Background: an optimization exercise with open tools, aiming at small area, a short achievable clock period and few clock cycles per item. Do not read the settings as production practice.
RTL that was checked went through simulation tests only; none was proved equivalent to the original.
For run 1, only the layout was checked, not whether the RTL still works.
Power is estimated from default activity; no workload was simulated.

==> flow/design.v, too long to show whole: its modules and the start of the top module <==
// module dsp_block_mapping: 744 lines
module dsp_block_mapping #(
    parameter NUM_BANKS         = 8,
    parameter CACHE_LINES       = 16,
    parameter BLOCK_SIZE_BYTES  = 64,
    parameter ADDR_WIDTH        = 32,
    parameter BLOCK_ID_WIDTH    = 16
)(
    input  logic                         clk,
    input  logic                         rst_n,
    input  logic [1:0]                   map_mode,
    input  logic [47:0]                  sys_config,
    input  logic                         map_req_valid,
    input  logic [BLOCK_ID_WIDTH-1:0]    block_id,
    input  logic [ADDR_WIDTH-1:0]        base_addr,
    output logic                         map_ready,
    output logic [64:0]                  mapping_result,
    output logic                         map_result_valid,
    input  logic                         map_result_ready,
    output logic [31:0]                  bank_conflict_count,
    output logic [31:0]                  cache_miss_count
);
  // ...
==> flow/flow/run.sh <==
#!/bin/bash
# Own layout flow: the standard ORFS flow with three changes:
#  - synthesis runs without the generic ABC pass inside Yosys's synth command
#    (SYNTH_ARGS=-noabc), so full adders are extracted from the design's own
#    XOR/majority structure; the registers are the standard synthesis's;
#  - timing repair aims for extra setup slack at the design's clock period;
#  - the ports get plain buffers.
# Each tool's output goes to a log in this folder (ORFS's per-step logs stay
# under orfs/logs).
set -euo pipefail
export SYNTH_ARGS=-noabc
export SETUP_SLACK_MARGIN=40
export BUFFER_PORTS_ARGS="-buffer_cell sky130_fd_sc_hd__buf_2"
bash standard.sh > standard_flow.log 2>&1
==> flow/standard.sh <==
#!/bin/bash
# synth_recipe.tcl (not shown) runs the flow's synth.tcl, then flattens the netlist and writes it again
# the make line also repeats each setting of config.mk as NAME=value (left out here)
make -C /OpenROAD-flow-scripts/flow DESIGN_CONFIG=/design/flow/config.mk WORK_HOME=/design/flow/orfs CLKGATE_MAP_FILE= SYNTH_SCRIPT=/design/flow/synth_recipe.tcl "${@:-finish}"
==> flow/config.mk <==
export PLATFORM = sky130hd
export DESIGN_NAME = dsp_block_mapping
export DESIGN_NICKNAME = dsp_block_mapping
export VERILOG_FILES = /design/flow/design.v
export SDC_FILE = /design/flow/constraint.sdc
export NUM_CORES = 4
export LEC_CHECK = 0
export CAP_MARGIN = 20
export CORE_MARGIN = 2
export CORE_UTILIZATION = 65
export SLEW_MARGIN = 20
==> flow/constraint.sdc <==
create_clock -name core_clock -period 55.0 [get_ports {clk}]
set_input_delay 11.0000 -clock core_clock [delete_from_list [all_inputs] [get_ports {clk}]]
set_output_delay 11.0000 -clock core_clock [all_outputs]
set_load 0.01 [all_outputs]
==> impl_metrics.env, run 1 <==
export IMPL_status="no timing/DRC/antenna violations"
export IMPL_final_common_cell="fa_1"
export IMPL_comb_power_w=0.000388
export IMPL_nClkBuffers=17
export IMPL_register_area_um2=3950
export IMPL_multi_input_area_share=0.666
export IMPL_worst_pin_slew_ns=0.834
export IMPL_maxSlewHeadroom=0.444
export IMPL_area_growth_pct=8.85
export IMPL_via_per_inst=6.11
export IMPL_synthXorXnorAreaFrac=0.0265
export IMPL_gr_total_overflow=0
export IMPL_hold_path_startpoint="seen_q[0]"
export IMPL_post_dp_hpwl_um=29800
export IMPL_ant_nets=0
export IMPL_synth_ff_type="dfxtp_1"
export IMPL_initial_core_util=0.666
export IMPL_arrival_ns=3.77
export IMPL_slowest_delay_ns=0.48
export IMPL_use_met3=0.0632
export IMPL_power_density_nw_per_um2=38.3
export IMPL_ioPinCount=233
export IMPL_worstHoldEndpoint="seen_q[0]"
export IMPL_buffer_area_frac=0.0480
export IMPL_syn_inst=1550
export IMPL_synth_compound_area_frac=0.0979
export IMPL_worstSetupStartpoint="line_q[0]"
export IMPL_synth_async_reset_ratio=0.326
export IMPL_setup_viol=0
export IMPL_routed_wl_um=42200
export IMPL_p_comb_frac=0.552
export IMPL_cts_buffers=17
export IMPL_busiest_layer="met2"
export IMPL_synth_edff_count=3
export IMPL_p_switching_w=0.000293
export IMPL_cp_start_kind="flop"
export IMPL_post_cts_setup_buffer_count=2
==> inputs of run 2 (changes only) <==
--- a/flow/design.v
+++ b/flow/design.v
@@ -15,17 +15,17 @@
     input  logic [ADDR_WIDTH-1:0]        base_addr,
     output logic                         map_ready,
     output logic [64:0]                  mapping_result,
     output logic                         map_result_valid,
     input  logic                         map_result_ready,
     output logic [31:0]                  bank_conflict_count,
     output logic [31:0]                  cache_miss_count
 );
-    localparam int DIV_ROWS = 2;                              
+    localparam int DIV_ROWS = 3;                              
     localparam int NGRP     = (16 + DIV_ROWS - 1) / DIV_ROWS;     
     localparam int GW       = (NGRP <= 2) ? 1 : (NGRP <= 4) ? 2 : (NGRP <= 8) ? 3 : 4;
     logic [15:0] bs;
     logic [2:0]  bank_mask;
     logic        blocked;
     assign bs        = sys_config[31:16];
     assign bank_mask = {sys_config[43], sys_config[43] | sys_config[42],
                         sys_config[43] | sys_config[42] | sys_config[41]};
--- a/flow/flow/run.sh
+++ b/flow/flow/run.sh
@@ -4,11 +4,11 @@
 #    (SYNTH_ARGS=-noabc), so full adders are extracted from the design's own
 #    XOR/majority structure; the registers are the standard synthesis's;
 #  - timing repair aims for extra setup slack at the design's clock period;
 #  - the ports get plain buffers.
 # Each tool's output goes to a log in this folder (ORFS's per-step logs stay
 # under orfs/logs).
 set -euo pipefail
 export SYNTH_ARGS=-noabc
-export SETUP_SLACK_MARGIN=40
+export SETUP_SLACK_MARGIN=41
 export BUFFER_PORTS_ARGS="-buffer_cell sky130_fd_sc_hd__buf_2"
 bash standard.sh > standard_flow.log 2>&1
==> run 2 against run 1 <==
Net effect: still clean on timing, DRC and antenna; sequential cell count shrank 1; sequential share of layout area shrank 1.4 points; worst setup slack better by 0.54 ns; register-to-register slack got worse by 1.9 ns; die area is 2.2% higher; global-route usage grew 0.24 points; final cell count increased by 4.3%; critical path depth grew 3; synthesized cell count is 2.3% higher; clock skew decreased by 0.013 ns; sequential power about the same; clock power about the same.
==> impl_metrics.env, run 2 <==
export IMPL_drt_iter0_drc=940
export IMPL_route_detailed_drc=0
export IMPL_dieArea_um2=27900
export IMPL_fmax_ghz=0.0703
export IMPL_status="no timing/DRC/antenna violations"
export IMPL_yosysWarnings=2
export IMPL_initial_core_util=0.662
export IMPL_post_dp_hpwl_um=31000
export IMPL_dpl_cell_area_um2=18200
export IMPL_insertion_delay_ns=0.45
export IMPL_final_common_cell="fa_1"
export IMPL_layout_common_cells="fa_1 (211), ha_1 (185), and2_1 (176), buf_2 (142), dfxtp_1 (116)"
export IMPL_period_minus_slack_ns=14.23
export IMPL_fin_area_um2=19600
export IMPL_hold_path_class="flop to flop"
export IMPL_cts_buffer_depth=2
export IMPL_max_vdd_ir_drop_mv=0.0597
export IMPL_cts_root_buf="clkbuf_16"
export IMPL_hold_ws_ns=0.460
export IMPL_yosysSeqAreaShare=0.228
export IMPL_ioPinCount=233
export IMPL_synth_common_cells="fa_1 (242), ha_1 (189), and2_1 (184), dfxtp_1 (118), nor2_1 (94)"
export IMPL_worst_pin_slew_ns=0.806
export IMPL_grt_pass1_vias=13400
export IMPL_clock_skew_ns=0.0123
export IMPL_synth_ff_type="dfxtp_1"
export IMPL_critPathRequiredTime_ns=44.00
export IMPL_syn_inst=1585
export IMPL_fin_tns_setup_ns=0
export IMPL_antenna_found_initial=1
export IMPL_synth_cell_types=84
export IMPL_drive_gt1_frac=0.208
export IMPL_register_area_um2=3930
export IMPL_fp_row_count=59
export IMPL_routed_wl_um=43600
export IMPL_area_growth_pct=13.7
export IMPL_portBuffers=167
export IMPL_ys_ff_latch=180
export IMPL_drv_slew=0
export IMPL_reg_top3="conf_q (32), sum_q (32), car_q (31)"
export IMPL_rsz0062_at_grt="true"
export IMPL_synth_area_leader_cell="fa_1"
export IMPL_maxCapViolCount=0
export IMPL_setup_viol=0
export IMPL_vias=12500
export IMPL_cts_tree="done"
export IMPL_ant_nets=0
export IMPL_grt_max_degree=60
export IMPL_maxSlewHeadroom=0.462
export IMPL_cp_start_kind="flop"
export IMPL_via_per_inst=5.98
export IMPL_gp_congestion=0.867
export IMPL_track_usage=0.323
export IMPL_cts_sinks=180
export IMPL_avgRoutedWirePerCell_um=20.8
export IMPL_arrival_ns=3.23
export IMPL_core_um2=26100
export IMPL_cts_hold_buf=0
export IMPL_n_antenna_cell=0
export IMPL_final_core_util=0.753
export IMPL_dr_pass1_iters=5
export IMPL_synth_avg_cell_area_um2=10.9
export IMPL_critPathMaxFanout=5
export IMPL_hold_violations=0
export IMPL_fin_crit_sh=0.259
export IMPL_crit_path_end_kind="output pin"
export IMPL_multi_input_area_um2=13000
export IMPL_cts_buffers=17
export IMPL_power_density_nw_per_um2=38.9
export IMPL_synth_most_common_cell="fa_1"
export IMPL_synth_area_um2=17200
export IMPL_fillers=1833
export IMPL_grt_pass1_wl_um=70400
export IMPL_layout_nets=2283
export IMPL_synthTopCellsByArea="fa_1 (28%), ha_1 (14%), dfxtp_1 (14%)"
export IMPL_synth_top_cell_area_share=0.281
export IMPL_gr_total_overflow=0
export IMPL_synth_edff_count=3
export IMPL_synth_async_reset_ratio=0.328
export IMPL_crit_type="flop to output pin"
export IMPL_die_y_um=167
export IMPL_die_w_um=167
export IMPL_clk_pin_slew_worst_paths_ns=0.09
export IMPL_cts_max_level=4
export IMPL_leakagePower_nw=9.36
-- run 2: repair_timing --
action | CTS | global route
endpoints found under the setup margin | 46 | 45
buffers inserted | 27 | 8
resized for setup | 107 | 32
endpoints found under the hold margin | 0 | 0
pin swaps | 47 | 20
-- run 2: routing by layer --
layer  up-vias  global-route usage  part of all wire
li1       5645                   -                 -
met1      6253               0.435              0.41
met2       554               0.542              0.48
met3        95              0.0501             0.076
met4         2               0.102             0.027
met5         -                   0           0.00030
-- run 2: cells by family after synthesis --
group | Yosys count | share of synthesized area
other | 1 | 0.000217
multiplexers | 41 | 0.0281
adder cells (fa/ha/maj) | 433 | 0.419
flip-flops | 180 | 0.228
XOR/XNOR | 68 | 0.0345
buffers and inverters | 168 | 0.0462
AND/OR/NAND/NOR | 434 | 0.135
AO/OA/AOI/OAI | 260 | 0.109
-- run 2: per-stage QoR --
stage | setup WS [ns] | cells | power, W
after floorplan | 40.61 | 1620 | 0.000472
after global placement | 40.01 | 2031 | 0.000571
after detailed placement | 40.02 | 2031 | 0.000585
after CTS | 40.78 | 2090 | 0.000748
after global routing | 40.66 | 2098 | 0.000829
final | 40.77 | 2098 | 0.000764
-- run 2: path summary, 6_finish.rpt --
| path | startpoint | depth (start not counted) | to | slack, ns |
|---|---|---|---|---|
| setup / recovery | line_q[0] | 14 | mapping_result[31] | 40.77 |
| hold / removal | seen_q[10] | 2 | seen_q[10] | 0.46 |
| setup reg to reg | g_q[0] | 30 | r_q[6] | 46.55 |
| hold reg to reg | seen_q[10] | 2 | seen_q[10] | 0.46 |
| max in group asynchronous | rst_n | 2 | seen_q[2] | 43.76 |
| min in group asynchronous | rst_n | 2 | miss_q[2] | 10.67 |
-- run 2: layout make-up --
type | count | share of cell area
clock buffers | 17 | 0.0217
clock inverters | 15 | 0.0111
inverters | 73 | 0.0156
multi-input cells | 1272 | 0.661
flip-flops and latches | 180 | 0.201
well taps | 335 | 0.0214
repair buffers | 206 | 0.0690
-- run 2: where the power goes --
part	internal, W	switching [W]	leakage [nW]
clock network	0.0000640	0.0000693	0.309
registers	0.000167	0.0000180	1.78
logic	0.000213	0.000232	7.27
total	0.000444	0.000319	9.36
-- run 2: worst max-delay path, cell delays in order, from the launching register on --
cell	delay, ns
dfxtp_4	0.35
ha_4	0.15
fa_2	0.36
a21o_1	0.19
a21o_1	0.19
a211oi_4	0.26
o21a_2	0.19
o31a_1	0.18
buf_12	0.14
o22ai_4	0.09
nand4_1	0.13
buf_4	0.15
a31oi_4	0.07
xor2_1	0.16
buf_2	0.16
Testbench counts of run 2, summed over its fixed seeds: cycles 25,902, items 12,000.
==> inputs of run 3 (changes only) <==
--- a/flow/flow/run.sh
+++ b/flow/flow/run.sh
@@ -9,6 +9,6 @@
 # under orfs/logs).
 set -euo pipefail
 export SYNTH_ARGS=-noabc
-export SETUP_SLACK_MARGIN=41
+export SETUP_SLACK_MARGIN=40
 export BUFFER_PORTS_ARGS="-buffer_cell sky130_fd_sc_hd__buf_2"
 bash standard.sh > standard_flow.log 2>&1
==> run 3 against run 2 <==
Net effect: combinational power is 11% lower; sequential share of layout area is 0.86 points higher; sequential cell count stayed put; synthesized cell count stayed put; clock skew is 0.00099 ns higher; total power is 6.4% lower; largest power group unchanged.
==> impl_metrics.env, run 3 <==
export IMPL_status="no timing/DRC/antenna violations"
export IMPL_track_usage=0.322
export IMPL_initial_core_util=0.662
export IMPL_layout_nets=2248
export IMPL_cts_max_level=4
export IMPL_clock_skew_ns=0.0133
export IMPL_fillers=1948
export IMPL_power_density_nw_per_um2=38.0
export IMPL_cts_buffers=17
export IMPL_critPathRequiredTime_ns=44.00
export IMPL_pwr_share_clk=0.187
export IMPL_period_minus_slack_ns=14.67
export IMPL_worstPathCellList="ha_1 -> fa_1 -> a21o_1 -> a21o_1 -> a211oi_1 -> o21a_1 -> o31a_2 -> o22ai_2 -> a21o_1 -> a21oi_1 -> xnor2_1 -> buf_2"
export IMPL_portBuffers=167
export IMPL_hold_path_class="flop to flop"
export IMPL_gr_total_overflow=0
export IMPL_cp_start_kind="flop"
export IMPL_setup_viol=0
export IMPL_antenna_found_initial=4
export IMPL_synth_ff_type="dfxtp_1"
export IMPL_p_comb_frac=0.557
export IMPL_drive_gt1_frac=0.147
export IMPL_synth_cell_types=84
export IMPL_leakagePower_nw=9.15
export IMPL_yosysWarnings=2
export IMPL_maxCapViolCount=0
export IMPL_routed_wl_um=43200
export IMPL_fin_crit_sh=0.267
export IMPL_cp_common_cell="a21o_1"
export IMPL_dr_pass1_iters=6
export IMPL_fin_tns_setup_ns=0
export IMPL_synth_most_common_cell="fa_1"
export IMPL_die_w_um=167
export IMPL_post_dp_hpwl_um=31500
export IMPL_swShare=0.424
export IMPL_avgRoutedWirePerCell_um=20.9
export IMPL_slowest_delay_ns=0.42
export IMPL_ioPinCount=233
export IMPL_synth_area_um2=17200
export IMPL_grt_pass1_vias=13400
export IMPL_yosysSeqAreaShare=0.228
export IMPL_seqPwrFrac=0.256
export IMPL_rsz0062_at_grt="false"
export IMPL_fmax_ghz=0.0682
export IMPL_p_switching_w=0.000303
export IMPL_synth_area_leader_cell="fa_1"
export IMPL_cts_root_buf="clkbuf_16"
export IMPL_crit_buf_inv=1
export IMPL_cts_sinks=180
export IMPL_route_detailed_drc=0
export IMPL_core_um2=26100
export IMPL_synth_async_reset_ratio=0.328
export IMPL_cpLargestDelayFamily="compound AO/OA/AOI/OAI gates"
export IMPL_cts_tree="done"
export IMPL_cp_slowest_cell="dfxtp_2"
export IMPL_layout_common_cells="fa_1 (242), ha_1 (189), and2_1 (184), buf_2 (167), dfxtp_1 (117)"
export IMPL_maxSlewHeadroom=0.459
export IMPL_synth_avg_cell_area_um2=10.9
export IMPL_ant_nets=0
export IMPL_crit_path_end_kind="output pin"
export IMPL_p_int_w=0.000411
export IMPL_via_per_inst=6.02
export IMPL_fp_row_count=59
export IMPL_arrival_ns=3.67
export IMPL_cts_buffer_depth=2
export IMPL_grt_max_degree=60
export IMPL_worst_pin_slew_ns=0.810
export IMPL_dieArea_um2=27900
export IMPL_reg_top3="conf_q (32), sum_q (32), car_q (31)"
export IMPL_synth_edff_count=3
export IMPL_synthTopCellsByArea="fa_1 (28%), ha_1 (14%), dfxtp_1 (14%)"
export IMPL_area_growth_pct=8.97
export IMPL_drv_slew=0
export IMPL_grt_pass1_wl_um=70200
export IMPL_vias=12400
export IMPL_max_vdd_ir_drop_mv=0.0454
export IMPL_final_common_cell="fa_1"
export IMPL_cts_hold_buf=0
export IMPL_reg2reg_slack_ns=46.46
export IMPL_gp_congestion=0.874
export IMPL_syn_inst=1585
export IMPL_synth_top_cell_area_share=0.281
export IMPL_die_y_um=167
export IMPL_instances_no_fill=2065
export IMPL_synth_common_cells="fa_1 (242), ha_1 (189), and2_1 (184), dfxtp_1 (118), nor2_1 (94)"
export IMPL_insertion_delay_ns=0.45
export IMPL_hold_violations=0
export IMPL_critPathMaxFanout=17
export IMPL_drt_iter0_drc=832
export IMPL_dp_cells=2031
export IMPL_crit_type="flop to output pin"
export IMPL_clk_pin_slew_worst_paths_ns=0.08
export IMPL_ys_ff_latch=180
run 3: cell types whose count changed in the layout (fill, tap and decap cells not counted), moves of 9 or more:
cell	previous run	this run
buf_2	142	167
buf_4	34	4
buf_6	18	0
fa_1	211	242
fa_2	31	0
inv_1	63	72
nor2_1	80	94
run 3: worst min-delay path: cells and delay by family (launching register included):
family                 cells  cell delay, ns
AOI/OAI and AO/OA          1            0.06
DFF                        1            0.33
buffers and inverters      1            0.04
run 3: path summary, 6_finish.rpt:
kind	from	endpoint	cells past startpoint
setup / recovery	line_q[0]	mapping_result[29]	12
hold / removal	seen_q[15]	seen_q[15]	2
setup reg to reg	g_q[0]	r_q[1]	30
hold reg to reg	seen_q[15]	seen_q[15]	2
max in group asynchronous	rst_n	conf_q[20]	2
min in group asynchronous	rst_n	miss_q[4]	2
run 3: per-stage QoR:
step / hold slack [ns] / setup slack (ns) / instance area (µm²) / util / total power, W
floorplan: 0.424 / 40.39 / 17400 / - / 0.000469
global placement: 0.437 / 40.02 / 18100 / 0.696 / 0.000569
detailed placement: 0.451 / 39.98 / 18100 / 0.696 / 0.000583
CTS: 0.470 / 40.04 / 18800 / 0.721 / 0.000720
global route: 0.489 / 40.16 / 18800 / 0.721 / 0.000776
finish: 0.462 / 40.33 / 18800 / 0.721 / 0.000714
run 3: logic make-up (layout without fill, tap and decap cells):
group,Yosys count,in the layout,share of synthesized area
other cells,1,38,0.000217
simple gates,434,434,0.135
flops,180,180,0.228
mux,41,41,0.0281
buf+inv,168,276,0.0462
fa+ha+maj,433,433,0.419
compound gates,260,260,0.109
xor+xnor,68,68,0.0345
run 3: power by group through the flow:
stage | clock (W) | combinational [W] | sequential, W
after detailed placement | 0 | 0.000397 | 0.000185
after global routing | 0.000140 | 0.000450 | 0.000186
after CTS | 0.000136 | 0.000401 | 0.000183
after floorplan | 0 | 0.000286 | 0.000183
final | 0.000133 | 0.000398 | 0.000183
after global placement | 0 | 0.000385 | 0.000185
run 3: layout make-up:
class | instances | area, µm² | area share
well taps | 335 | 419 | 0.0223
multi-input cells | 1272 | 12700 | 0.674
repair buffers | 171 | 866 | 0.0461
flip-flops and latches | 180 | 3930 | 0.209
clock inverters | 15 | 215 | 0.0114
clock buffers | 17 | 425 | 0.0226
inverters | 73 | 274 | 0.0146
diodes | 2 | 5.00 | 0.000266
run 3: repair_timing:
item / 4_1_cts / 5_1_grt
endpoints found under the setup margin: 4 / 5
resized for setup: 1 / 2
pin swaps: 0 / 1
cloned: 0 / 0
hold endpoints to repair: 0 / 0
buffers inserted: 0 / 0
run 3: per-layer routing:
metal,vias up,GRT usage,share of wire
met5,-,0,0.00053
met4,4,0.112,0.026
met3,91,0.0568,0.076
met2,562,0.545,0.49
met1,6186,0.422,0.41
li1,5586,-,-

## separate check: timing with driven ports
No port has a modelled driver above. Below, the same layouts with a new extraction and two added sets of constraints. Step 1, drivers: a clkbuf_16 drives clk and a buf_2 each remaining input, both assumed. Step 2 moves the port delays by t, midway between the first and last clock arrival at a register: inputs arrive t later, outputs are due t later. That takes back most of the time a late clock gives input paths. Slacks: ideal / step 1 / step 2; pairs: ideal / step 1.
run	shift t [ns]	setup slack, ns	pins driven straight from the clock port
run 1	0.491	40.232 / 40.179 / 40.101	1
run 2	0.498	40.769 / 40.714 / 40.347	1
run 3	0.494	40.328 / 40.275 / 39.901	1
After both steps setup and hold are still met in every run listed. The setup slack of run 3, which loses most, moves by -0.053 ns with the drivers and by -0.427 ns with both steps.
